From an optimization exercise on the open Yosys and OpenROAD flow, aimed at small area, a short achievable clock period and few clock cycles per item; shortcuts taken in it are not production practice. Where RTL was checked, it was by simulation tests only, not by an equivalence proof against the original. Function not checked in run 1: the RTL went through the layout flow alone. Power and IR drop assume default switching activity.

==> flow/design.v, too long to show whole: its modules and the start of the top module <==
// module multiplier: 4437 lines
module multiplier(
    input clk,
    input logic valid_in,
    input logic[31:0] a,
    input logic[31:0] b,
    output logic valid_out,
    output logic[63:0] r
);
  // ...
==> flow/flow/run.sh <==
#!/bin/bash
# The standard layout, with two changes to how it is made:
# - Yosys's generic abc pass in synth's fine stage is skipped (SYNTH_ARGS=-noabc)
#   so that extract_fa maps the RTL's carry-save full adders to adder cells
#   without inverters between them; the final abc mapping is unchanged.
# - every input and output port is still buffered, but with sky130_fd_sc_hd__buf_4
#   instead of the slow delay buffer buffer_ports picks by default.
set -euo pipefail
cd "$(dirname "$0")/.."
bash standard.sh SYNTH_ARGS=-noabc "BUFFER_PORTS_ARGS=-buffer_cell sky130_fd_sc_hd__buf_4" finish > standard_make.log 2>&1
==> flow/standard.sh <==
#!/bin/bash
# synth_recipe.tcl (not shown) runs the flow's synth.tcl, then flattens the netlist and writes it again
# the make line also repeats each setting of config.mk as NAME=value (left out here)
make -C /OpenROAD-flow-scripts/flow DESIGN_CONFIG=/design/flow/config.mk WORK_HOME=/design/flow/orfs CLKGATE_MAP_FILE= SYNTH_SCRIPT=/design/flow/synth_recipe.tcl "${@:-finish}"
==> flow/config.mk <==
export PLATFORM = sky130hd
export DESIGN_NAME = multiplier
export DESIGN_NICKNAME = multiplier
export VERILOG_FILES = /design/flow/design.v
export SDC_FILE = /design/flow/constraint.sdc
export NUM_CORES = 4
export LEC_CHECK = 0
export ABC_CLOCK_PERIOD_IN_PS = 3000
export CAP_MARGIN = 0
export CORE_MARGIN = 2
export CORE_UTILIZATION = 60
export SETUP_SLACK_MARGIN = 2.5
export SLEW_MARGIN = 0
==> flow/constraint.sdc <==
create_clock -name core_clock -period 8.0 [get_ports {clk}]
set_input_delay 1.6000 -clock core_clock [delete_from_list [all_inputs] [get_ports {clk}]]
set_output_delay 1.6000 -clock core_clock [all_outputs]
set_load 0.01 [all_outputs]
==> results.sh, run 1 <==
export IMPL_area_growth_pct=11.5
export IMPL_pwr_share_comb_pct=81.7
export IMPL_endpoint="yr[24]"
export IMPL_first_iter_violations=2391
export IMPL_maxCapViolations=0
export IMPL_outcome="timing/DRC/antenna clean"
export IMPL_hp_class="in2reg"
export IMPL_utilization_pct=67.8
export IMPL_async_flop_share_pct=0
export IMPL_layout_common_cells="xnor2_1 (493), fa_1 (447), o22ai_1 (442), buf_4 (214), nand2_1 (138)"
export IMPL_yosys_top_cells_count="xnor2_1 (505), fa_1 (469), o22ai_1 (455)"
export IMPL_clk_pin_slew_ps=60
export IMPL_gp_congestion=0.954
export IMPL_critPathTopFamily="adder cells"
export IMPL_n_all_inverters=116
export IMPL_area_share_clock_buf_inv_pct=1.94
export IMPL_synth_edf_count=113
export IMPL_dpl_instance_area_mm2=0.0282
export IMPL_syn_cell_area_mm2=0.0269
export IMPL_seqPwrFrac_pct=12.8
export IMPL_p_switching_mw=6.77
export IMPL_rows=77
export IMPL_total_leakage_power_nw=11.4
export IMPL_clockBufferDepth=2
export IMPL_cts_tree="built"
export IMPL_p_int_mw=7.35
export IMPL_pre_cts_ws_ps=1350
export IMPL_seq_area_mm2=0.00339
export IMPL_ctsRootBufferMaster="clkbuf_16"
export IMPL_crit_required_ps=8230
export IMPL_total_power_mw=14.1
export IMPL_use_met3_pct=12.2
export IMPL_holdCritStartpoint="a[31]"
export IMPL_busiest_layer="met2"
export IMPL_cp_start_kind="input pin"
export IMPL_signal_buffers=231
export IMPL_crit_type="in2reg"
==> run 2: changes to the inputs <==
--- a/flow/design.v
+++ b/flow/design.v
@@ -4412,26 +4412,26 @@
     assign s2199 = p1118 ^ c2076 ^ s2077;
     assign c2200 = (p1118 & c2076) | (p1118 & s2077) | (c2076 & s2077);
     assign s2201 = p1119 ^ s2079 ^ c2078;
     assign c2202 = (p1119 & s2079) | (p1119 & c2078) | (s2079 & c2078);
     assign s2203 = ns1120 ^ p1152 ^ c2080;
     assign c2204 = (ns1120 & p1152) | (ns1120 & c2080) | (p1152 & c2080);
     assign x = {s2203, c2200, s2199, c2196, c2194, s2193, c2190, c2188, c2186, c2184, s2183, c2180, c2178, c2176, c2174, c2172, c2170, c2168, s2167, c2164, c2162, c2160, c2158, c2156, c2154, c2152, c2150, c2148, c2146, c2144, c2142, c2140, c2138, c2136, c2134, c2132, c2130, c2128, c2126, c2124, c2122, c2120, c2118, c2116, c2114, c2112, c2110, c2108, c2106, c2104, c2102, c2100, c2098, c2096, c2094, c2092, c2090, c2088, c2086, c2084, c2082, p39, p38, neg3};
     assign y = {c2202, s2201, c2198, s2197, s2195, c2192, s2191, s2189, s2187, s2185, c2182, s2181, s2179, s2177, s2175, s2173, s2171, s2169, c2166, s2165, s2163, s2161, s2159, s2157, s2155, s2153, s2151, s2149, s2147, s2145, s2143, s2141, s2139, s2137, s2135, s2133, s2131, s2129, s2127, s2125, s2123, s2121, s2119, s2117, s2115, s2113, s2111, s2109, s2107, s2105, s2103, s2101, s2099, s2097, s2095, s2093, s2091, s2089, s2087, s2085, s2083, s2081, 1'b0, p37};
-    wire [16:0] lo;
-    assign lo = {1'b0, x[15:0]} + {1'b0, y[15:0]};
-    logic [16:0] lr;
-    logic [63:16] xr, yr;
+    wire [12:0] lo;
+    assign lo = {1'b0, x[11:0]} + {1'b0, y[11:0]};
+    logic [12:0] lr;
+    logic [63:12] xr, yr;
     logic v;
     always_ff @(posedge clk) begin
         if (valid_in) begin
             lr <= lo;
-            xr <= x[63:16];
-            yr <= y[63:16];
+            xr <= x[63:12];
+            yr <= y[63:12];
             v <= 1'b1;
         end
     end
     assign valid_out = v;
-    wire [48:0] hi;
-    assign hi = {xr, lr[16]} + {yr, lr[16]};
-    assign r = {hi[48:1], lr[15:0]};
+    wire [52:0] hi;
+    assign hi = {xr, lr[12]} + {yr, lr[12]};
+    assign r = {hi[52:1], lr[11:0]};
 endmodule
==> flow/config.mk (replaced) <==
export PLATFORM = sky130hd
export DESIGN_NAME = multiplier
export DESIGN_NICKNAME = multiplier
export VERILOG_FILES = /design/flow/design.v
export SDC_FILE = /design/flow/constraint.sdc
export NUM_CORES = 4
export LEC_CHECK = 0
export ABC_CLOCK_PERIOD_IN_PS = 3000
export CAP_MARGIN = 20
export CORE_MARGIN = 2
export CORE_UTILIZATION = 65
export SETUP_SLACK_MARGIN = 2.5
export SLEW_MARGIN = 20
==> results.sh, run 2 <==
export IMPL_outcome="timing/DRC/antenna clean"
export IMPL_slew_violations=0
export IMPL_fmax_mhz=182
export IMPL_hpwl_um=69900
export IMPL_seq_area_mm2=0.00351
export IMPL_cp_arrival_ps=5670
export IMPL_min_period_over_period_pct=68.5
export IMPL_final_area_mm2=0.0301
export IMPL_wirelength_um=99200
export IMPL_whs_ps=1720
export IMPL_rsz0062_at_grt="yes"
export IMPL_drive_gt1_share_pct=14.8
export IMPL_worst_pin_slew_ps=1120
export IMPL_rows=74
export IMPL_clockBufferDepth=2
export IMPL_p_per_area_mw_per_mm2=474
export IMPL_core_area_mm2=0.0409
export IMPL_synth_most_common_cell="xnor2_1"
export IMPL_min_path_cells=2
export IMPL_yosys_area_top_type_share_pct=34.7
export IMPL_ir_drop_v=0.000467
export IMPL_reg_top3="xr x52, yr x52, lr x13"
export IMPL_crit_type="in2reg"
export IMPL_io_buffers=129
export IMPL_yosys_top_cells_count="xnor2_1 (505), fa_1 (469), o22ai_1 (459)"
export IMPL_grtUsageTotal_pct=44.5
export IMPL_post_synth_cell_area_avg_um2=10.0
export IMPL_syn_cell_area_mm2=0.0270
export IMPL_drcViolationCount=0
export IMPL_ant_nets=0
export IMPL_overflow=0
export IMPL_antenna_found_initial=4
export IMPL_fill_cells=2939
export IMPL_grt_pass1_wl_um=143000
export IMPL_slew_headroom_pct=25.3
export IMPL_dieArea_mm2=0.0433
export IMPL_cts_buffers=17
export IMPL_async_flop_share_pct=0
export IMPL_total_power_mw=14.3
export IMPL_synth_edf_count=117
export IMPL_fp_dieH_um=208
export IMPL_path_max_fanout=13
export IMPL_cp_start_kind="input pin"
export IMPL_crit_required_ps=8190
export IMPL_setup_viol_count_final=0
export IMPL_ioPinCount=131
export IMPL_wl_per_cell_um=30.5
export IMPL_gp_congestion=1.05
export IMPL_synth_area_leaders="fa_1 (35%), xnor2_1 (16%), edfxtp_1 (13%)"
export IMPL_synth_area_leader_cell="fa_1"
export IMPL_layout_common_cells="xnor2_1 (485), o22ai_1 (448), fa_1 (440), buf_4 (212), nand2_1 (147)"
export IMPL_fin_crit_ps=5480
export IMPL_fin_setup_tns_ps=0
export IMPL_seq_area_frac_synth_pct=13.0
export IMPL_clk_pin_slew_ps=60
export IMPL_holdCritStartpoint="a[1]"
export IMPL_cts_sinks=117
export IMPL_endpoint_kind="flip-flop"
export IMPL_first_global_vias=23381
export IMPL_first_iter_violations=3215
export IMPL_ctsRootBufferMaster="clkbuf_16"
export IMPL_mostFrequentLayoutCell="xnor2_1"
export IMPL_maxCapViolations=0
export IMPL_hp_class="in2reg"
export IMPL_first_pass_iters=6
export IMPL_htreeDepth=4
export IMPL_min_to="lr[0]"
export IMPL_cts_tree="built"
export IMPL_num_vias=23701
export IMPL_synth_cell_types=66
export IMPL_yosysWarnings=1
export IMPL_hold_violations=0
export IMPL_dpl_instance_area_mm2=0.0282
export IMPL_synth_nets=3361
export IMPL_grt_max_degree=81
export IMPL_final_net_count=3363
export IMPL_area_growth_pct=11.4
export IMPL_synth_ff_type="edfxtp_1"
export IMPL_total_leakage_power_nw=11.5
export IMPL_multi_input_area_mm2=0.0227
export IMPL_start_util_pct=66.1
export IMPL_synth_seq_cells=117
export IMPL_vias_per_cell=7.30
export IMPL_netlist_instances=2695
export IMPL_die_x_um=208
==> run 2: worst max-delay path by stage <==
stage / startpoint / end / depth (start not counted)
floorplan: a[27] / yr[38] / 13
global placement: a[1] / yr[27] / 13
detailed placement: a[1] / yr[31] / 12
CTS: a[9] / yr[28] / 12
global route: a[31] / yr[35] / 12
finish: a[7] / yr[32] / 12
==> run 2: what timing repair did <==
item | 4_1_cts | 5_1_grt
hold buffers | 0 | 0
buffers inserted | 8 | 39
pin swaps | 1 | 11
gates cloned | 7 | 8
resized for setup | 59 | 92
endpoints found under the setup margin | 83 | 63
==> run 2: final cells by class <==
class                   instances  share of cell area (%)
clock buffers                  19                    1.44
inverters                     103                    2.16
well taps                     532                    2.21
repair inverters               11                   0.291
repair buffers                228                    6.29
clock inverters                13                   0.444
flip-flops and latches        117                    11.7
diodes                          6                  0.0498
multi-input cells            2219                    75.4
==> run 2: cells by family after synthesis <==
group	after synthesis	share of synthesized area [%]
fa+ha+maj	600	40.8
buf+inv	361	5.21
simple gates	305	5.22
compound gates	737	17.2
flops	117	13.0
xor+xnor	574	18.6
other cells	1	0.0139
==> run 2: worst max-delay path: stages <==
cell	delay [ps]
buf_4	150
ha_1	200
nand2b_4	210
bufinv_16	280
xnor2_1	120
o22ai_1	250
fa_1	500
fa_1	530
fa_1	450
fa_2	370
fa_1	560
fa_1	440
==> run 2: metal layers <==
metal	vias up	share of wire, %	global-route usage (%)
li1	9500	-	-
met1	11577	36	58.0
met2	2112	41	63.8
met3	508	16	16.9
met4	4	7.3	25.5
met5	-	0.088	0.445
==> run 2: through the flow <==
| stage | instances | utilization, % | worst slack [ps] |
|---|---|---|---|
| 2_1_floorplan | 2695 | - | 2490 |
| 3_3_place_gp | 3148 | 69.0 | 1640 |
| 3_5_place_dp | 3148 | 69.0 | 1570 |
| 4_1_cts | 3195 | 71.5 | 2480 |
| 5_1_grt | 3242 | 73.6 | 2480 |
| 6_report | 3248 | 73.6 | 2520 |
==> run 2: where the power goes <==
part           switching [mW]  internal [mW]
clock network           0.335          0.456
logic                    6.35           5.18
registers               0.239           1.71
total                    6.93           7.35
Testbench counts of run 2, summed over its fixed seeds: cycles 16,000, items 16,000.
==> run 3: changes to the inputs <==
--- a/flow/config.mk
+++ b/flow/config.mk
@@ -8,6 +8,6 @@
 export ABC_CLOCK_PERIOD_IN_PS = 3000
 export CAP_MARGIN = 20
 export CORE_MARGIN = 2
-export CORE_UTILIZATION = 65
+export CORE_UTILIZATION = 60
 export SETUP_SLACK_MARGIN = 2.5
 export SLEW_MARGIN = 20
==> results.sh, run 3 <==
export IMPL_outcome="timing/DRC/antenna clean"
export IMPL_ioPinCount=131
export IMPL_netlist_instances=2695
export IMPL_fin_crit_ps=5500
export IMPL_first_global_vias=22770
export IMPL_hpwl_um=73900
export IMPL_rsz0062_at_grt="yes"
export IMPL_die_x_um=216
export IMPL_synth_area_leaders="fa_1 (35%), xnor2_1 (16%), edfxtp_1 (13%)"
export IMPL_dpl_instance_area_mm2=0.0283
export IMPL_start_util_pct=61.0
export IMPL_post_synth_cell_area_avg_um2=10.0
export IMPL_hp_class="in2reg"
export IMPL_min_period_over_period_pct=68.7
export IMPL_use_met3_pct=14.2
export IMPL_synth_seq_cells=117
export IMPL_layout_common_cells="xnor2_1 (490), o22ai_1 (448), fa_1 (448), buf_4 (214), nand2_1 (147)"
export IMPL_met1_usage_pct=57.2
export IMPL_mostFrequentLayoutCell="xnor2_1"
export IMPL_final_cell_count_no_fill=3296
export IMPL_hold_violations=0
export IMPL_area_growth_pct=11.4
export IMPL_ant_nets=0
export IMPL_clk_pin_slew_ps=70
export IMPL_first_iter_violations=2908
export IMPL_fill_cells=3483
export IMPL_endpoint_kind="flip-flop"
export IMPL_slew_violations=0
export IMPL_yosys_top_cells_count="xnor2_1 (505), fa_1 (469), o22ai_1 (459)"
export IMPL_setup_slack_ps=2500
export IMPL_drive_gt1_share_pct=14.5
export IMPL_pre_cts_ws_ps=1510
export IMPL_dp_cells=3212
export IMPL_htreeDepth=4
export IMPL_clockBufferDepth=2
export IMPL_total_leakage_power_nw=11.4
export IMPL_yosysWarnings=1
export IMPL_num_vias=23060
export IMPL_cp_arrival_ps=5710
export IMPL_grt_util_met2_pct=59.8
export IMPL_synth_nets=3361
export IMPL_busiest_layer="met2"
export IMPL_crit_type="in2reg"
export IMPL_syn_cell_area_mm2=0.0270
export IMPL_whs_ps=1600
export IMPL_antenna_found_initial=0
export IMPL_fin_setup_tns_ps=0
export IMPL_synth_most_common_cell="xnor2_1"
export IMPL_cts_buffers=17
export IMPL_maxCapViolations=0
export IMPL_fp_dieH_um=216
export IMPL_synth_ff_type="edfxtp_1"
export IMPL_total_power_mw=14.4
export IMPL_drcViolationCount=0
export IMPL_path_max_fanout=15
export IMPL_rows=77
export IMPL_setup_viol_count_final=0
export IMPL_io_buffers=129
export IMPL_cp_start_kind="input pin"
export IMPL_async_flop_share_pct=0
export IMPL_reg_top3="xr x52, yr x52, lr x13"
export IMPL_first_pass_iters=7
export IMPL_slew_headroom_pct=31.4
export IMPL_grt_max_degree=77
export IMPL_final_net_count=3356
export IMPL_final_area_mm2=0.0301
export IMPL_overflow=0
export IMPL_synth_cell_types=66
export IMPL_crit_required_ps=8220
export IMPL_hold_buffers=0
export IMPL_yosys_area_top_type_share_pct=34.7
export IMPL_grtUsageTotal_pct=41.7
export IMPL_ctsRootBufferMaster="clkbuf_16"
export IMPL_p_per_area_mw_per_mm2=477
export IMPL_fmax_mhz=182
export IMPL_grt_pass1_wl_um=144000
export IMPL_gp_congestion=1.01
export IMPL_ir_drop_v=0.000561
export IMPL_worst_pin_slew_ps=1030
export IMPL_synth_edf_count=117
export IMPL_cts_sinks=117
export IMPL_wirelength_um=97700
export IMPL_core_area_mm2=0.0443
export IMPL_wl_per_cell_um=29.7
export IMPL_dieArea_mm2=0.0468
export IMPL_utilization_pct=68.0
export IMPL_seq_area_frac_synth_pct=13.0
export IMPL_cts_tree="built"
export IMPL_vias_per_cell=7.00
export IMPL_synth_area_leader_cell="fa_1"
==> run 3: worst paths after layout <==
| path | start | endpoint | slack [ps] | cells after the start |
|---|---|---|---|---|
| setup / recovery | a[23] | xr[45] | 2500 | 12 |
| hold / removal | a[1] | lr[0] | 1600 | 2 |
==> run 3: power by group <==
| part | internal (mW) | total [mW] | leakage (nW) | switching [mW] |
|---|---|---|---|---|
| clock network | 0.547 | 0.871 | 0.310 | 0.324 |
| logic | 5.17 | 11.6 | 9.97 | 6.40 |
| registers | 1.71 | 1.92 | 1.14 | 0.211 |
| total | 7.43 | 14.4 | 11.4 | 6.94 |
==> run 3: cells by family after synthesis <==
kind of cell | after synthesis | share of synthesized area (%)
AO/OA/AOI/OAI | 737 | 17.2
XOR/XNOR | 574 | 18.6
adder cells (fa/ha/maj) | 600 | 40.8
buffers and inverters | 361 | 5.21
flip-flops | 117 | 13.0
other | 1 | 0.0139
AND/OR/NAND/NOR | 305 | 5.22
==> run 3: per-layer routing <==
layer | up-vias | share of wire (%) | wire (um)
met4 | 0 | 5.4 | 5260
met3 | 338 | 15 | 14300
li1 | 9502 | - | -
met2 | 1798 | 42 | 40700
met1 | 11422 | 38 | 37500
met5 | - | 0 | 0
==> run 3: layout make-up <==
type	count	area (um^2)	area share [%]
Multi-Input combinational cell	2217	22700	75.3
Clock inverter	15	210	0.698
Inverter	103	656	2.18
Antenna cell	1	2.50	0.00831
Timing Repair inverter	7	61.3	0.204
Clock buffer	17	425	1.41
Timing Repair Buffer	227	1830	6.06
Tap cell	592	741	2.46
Sequential cell	117	3510	11.7
==> run 3: worst max-delay path, cell delays in order <==
cell	delay, ps
buf_4	150
ha_1	200
nand2b_2	280
bufinv_16	290
buf_6	240
xnor2_1	160
o22ai_1	300
fa_1	490
fa_1	410
fa_1	570
fa_1	570
fa_1	440
==> run 3: repair_timing <==
action	4_1_cts	5_1_grt
endpoints found under the setup margin	84	56
gates cloned	0	7
pin swaps	2	8
endpoints found under the hold margin	0	0
resized for setup	54	87
setup buffers	12	32
==> run 4: changes to the inputs <==
==> flow/flow/run.sh (replaced) <==
#!/bin/bash
# The standard layout, with two changes to how it is made:
# - Yosys's generic abc pass in synth's fine stage is skipped (SYNTH_ARGS=-noabc)
#   so that extract_fa maps the RTL's carry-save full adders to adder cells
#   without inverters between them; the final abc mapping is unchanged.
# - every input and output port is still buffered, but with sky130_fd_sc_hd__buf_1
#   instead of the slow delay buffer buffer_ports picks by default.
set -euo pipefail
cd "$(dirname "$0")/.."
bash standard.sh SYNTH_ARGS=-noabc "BUFFER_PORTS_ARGS=-buffer_cell sky130_fd_sc_hd__buf_1" finish > standard_make.log 2>&1
==> results.sh, run 4 <==
export IMPL_total_power_mw=14.4
export IMPL_cp_start_kind="input pin"
export IMPL_ir_drop_v=0.000565
export IMPL_critPathTopFamily="adder cells"
export IMPL_final_net_count=3464
export IMPL_hold_buffers=0
export IMPL_yosys_area_top_type_share_pct=34.7
export IMPL_fin_setup_tns_ps=0
export IMPL_seq_area_frac_synth_pct=13.0
export IMPL_overflow=0
export IMPL_p_int_mw=7.08
export IMPL_clockBufferDepth=2
export IMPL_reg_top3="xr x52, yr x52, lr x13"
export IMPL_path_common_cell="fa_1"
export IMPL_hold_violations=0
export IMPL_fp_dieH_um=216
export IMPL_endpoint_kind="flip-flop"
export IMPL_syn_cell_area_mm2=0.0270
export IMPL_synth_cell_types=66
export IMPL_slew_violations=0
export IMPL_vias_per_cell=7.01
export IMPL_wirelength_um=104000
export IMPL_cp_cell_sequence="clkbuf_8 -> ha_1 -> nand2b_4 -> inv_8 -> xnor2_1 -> o22ai_1 -> fa_1 -> fa_1 -> fa_2 -> fa_2 -> fa_1 -> fa_1"
export IMPL_met1_length_um=38600
export IMPL_swShare_pct=50.7
export IMPL_layout_common_cells="xnor2_1 (465), o22ai_1 (437), fa_1 (429), buf_4 (158), nand2_1 (147)"
export IMPL_synth_area_leaders="fa_1 (35%), xnor2_1 (16%), edfxtp_1 (13%)"
export IMPL_critPathBufInv=2
export IMPL_pwr_share_comb_pct=81.2
export IMPL_async_flop_share_pct=0
export IMPL_setup_viol_count_final=0
export IMPL_crit_type="in2reg"
export IMPL_drive_gt1_share_pct=16.4
export IMPL_netlist_instances=2695
export IMPL_post_synth_cell_area_avg_um2=10.0
export IMPL_cts_buffers=17
export IMPL_io_buffers=129
export IMPL_cp_arrival_ps=5740
export IMPL_synth_edf_count=117
export IMPL_die_x_um=216
export IMPL_fin_crit_ps=5560
export IMPL_synth_area_leader_cell="fa_1"
export IMPL_cts_tree="built"
export IMPL_seqPwrFrac_pct=13.3
export IMPL_ctsRootBufferMaster="clkbuf_16"
export IMPL_path_max_fanout=16
export IMPL_dr_wl_met3_um=15600
export IMPL_grtUsageTotal_pct=42.9
export IMPL_clk_pin_slew_ps=60
export IMPL_p_per_area_mw_per_mm2=460
export IMPL_grt_pass1_wl_um=147000
export IMPL_crit_required_ps=8180
export IMPL_cp_slowest_cell="fa_1"
export IMPL_synth_most_common_cell="xnor2_1"
export IMPL_wl_per_cell_um=30.6
export IMPL_rsz0062_at_grt="yes"
export IMPL_ioPinCount=131
export IMPL_setup_slack_ps=2440
export IMPL_outcome="timing/DRC/antenna clean"
export IMPL_fmax_mhz=180
export IMPL_total_leakage_power_nw=11.8
export IMPL_p_clk_share_pct=5.4
export IMPL_startpoint="a[1]"
export IMPL_synth_ff_type="edfxtp_1"
export IMPL_first_iter_violations=3200
export IMPL_start_util_pct=61.0
export IMPL_drcViolationCount=0
export IMPL_hp_class="in2reg"
export IMPL_first_global_vias=23326
export IMPL_worst_pin_slew_ps=1030
export IMPL_cp_num_cells=12
export IMPL_synth_nets=3361
export IMPL_num_vias=23848
export IMPL_endpoint="yr[33]"
export IMPL_dp_cells=3263
export IMPL_min_period_over_period_pct=69.5
export IMPL_cts_sinks=117
export IMPL_gp_congestion=1.02
export IMPL_slew_headroom_pct=31.5
export IMPL_yosysWarnings=1
export IMPL_area_growth_pct=15.4
export IMPL_final_cell_count_no_fill=3403
export IMPL_dieArea_mm2=0.0468
export IMPL_hpwl_um=76300
export IMPL_dr_wl_met2_um=43900
export IMPL_ant_nets=0
export IMPL_highest_layer="met5"
export IMPL_first_pass_iters=6
export IMPL_pre_cts_ws_ps=1450
export IMPL_fill_cells=3384
export IMPL_synth_seq_cells=117
export IMPL_core_area_mm2=0.0443
export IMPL_rows=77
export IMPL_slowest_delay_ps=600
export IMPL_grt_max_degree=78
export IMPL_mostFrequentLayoutCell="xnor2_1"
export IMPL_htreeDepth=4
export IMPL_p_switching_mw=7.28
export IMPL_antenna_found_initial=6
export IMPL_yosys_top_cells_count="xnor2_1 (505), fa_1 (469), o22ai_1 (459)"
export IMPL_maxCapViolations=0
## run 4: cell count changes in the layout (fill, tap and decap cells not counted), sizes merged
| cell | delta |
|---|---|
| buf | +68 |
| clkbuf | +27 |
| clkdlybuf4s15 | +6 |
| clkinvlp | +5 |
| inv | +5 |
| bufinv | -4 |
| clkinv | -1 |
| nor2b | +1 |
## run 4: power by group through the flow
| stage | logic [mW] | clock network (mW) | registers, mW |
|---|---|---|---|
| 3_3_place_gp | 10.6 | 0 | 1.90 |
| 2_1_floorplan | 7.34 | 0 | 1.78 |
| 5_1_grt | 12.7 | 0.809 | 1.93 |
| 6_report | 11.7 | 0.783 | 1.92 |
| 3_5_place_dp | 10.9 | 0 | 1.90 |
| 4_1_cts | 11.1 | 0.788 | 1.89 |
## run 4: worst min path at each step
| stage | from | end | slack [ps] | depth (start not counted) |
|---|---|---|---|---|
| floorplan | valid_in | lr[0] | 1710 | 0 |
| global placement | lr[10] | r[10] | 2040 | 1 |
| detailed placement | lr[0] | r[0] | 2040 | 1 |
| CTS | a[31] | xr[63] | 1650 | 3 |
| global route | a[31] | xr[63] | 1730 | 3 |
| finish | a[31] | xr[63] | 1710 | 3 |
## run 4: routing by layer
metal	global-route usage [%]	up-vias
met5	0	-
met4	18.9	12
met3	14.8	392
met2	63.3	2027
met1	57.4	11715
li1	-	9702
## run 4: final cells by class
type	instances	area, um^2	share of cell area, %
clock buffers	17	425	1.36
diodes	1	2.50	0.00802
multi-input cells	2218	23100	74.0
clock inverters	14	138	0.441
repair buffers	328	2550	8.18
well taps	592	741	2.37
flip-flops and latches	117	3510	11.3
repair inverters	13	111	0.357
inverters	103	642	2.06
## run 4: metrics by stage
| stage | hold slack (ps) | utilization (%) | instance area [um^2] |
|---|---|---|---|
| floorplan | 1710 | - | 27500 |
| global placement | 2040 | 63.7 | 28300 |
| detailed placement | 2040 | 63.8 | 28300 |
| CTS | 1650 | 66.9 | 29600 |
| global route | 1730 | 70.4 | 31200 |
| finish | 1710 | 70.4 | 31200 |
## run 4: repair_timing
item	in CTS	in global routing
setup buffers	22	66
gates cloned	4	16
setup endpoints to repair	83	61
pin swaps	10	43
gates resized for setup	125	175
## run 4: kinds of logic after synthesis
| logic type | count (synthesis) | share of synthesized area (%) |
|---|---|---|
| AOI/OAI and AO/OA | 737 | 17.2 |
| other | 1 | 0.0139 |
| xor gates and xnor gates | 574 | 18.6 |
| adders and majority gates | 600 | 40.8 |
| and+or+nand+nor | 305 | 5.22 |
| DFF | 117 | 13.0 |
| buffers and inverters | 361 | 5.21 |
## run 4: worst min-delay path, delay by kind of cell
family	cells	cell delay, ps
buf+inv	2	350
simple gates	1	90

[port drivers added, routing unchanged]
How much do the figures lean on ideal ports? The routed layouts below were timed once more, with nothing changed but the port constraints. Step 1: set_driving_cell puts a clkbuf_16 on clk and a buf_2 on each other input, an assumption about the parent block. Step 2, shift: input delay + t, output delay - t, t = (earliest + latest rising clock arrival at the registers) / 2. This alone moves slack from input paths to output paths. a / b / c = ideal ports / drivers / drivers and shift; a / b = the first two.
run	t, ns	slack for setup (ns)	worst hold slack (ns)	worst setup path after step 2	latest minus earliest clock arrival (ns)
run 1	0.550	2.489 / 2.460 / 1.925	1.596 / 1.567 / 2.033	input to register	0.012 / 0.011
run 2	0.518	2.518 / 2.365 / 1.846	1.720 / 1.706 / 2.040	input to register	0.027 / 0.027
run 3	0.538	2.505 / 2.513 / 1.975	1.603 / 1.591 / 2.028	input to register	0.018 / 0.018
run 4	0.516	2.438 / 2.458 / 1.941	1.711 / 1.675 / 2.066	input to register	0.022 / 0.021
After both steps every run listed still meets setup and hold. The setup slack of run 2, which loses most, moves by -0.153 ns with the drivers and by -0.672 ns with both steps.
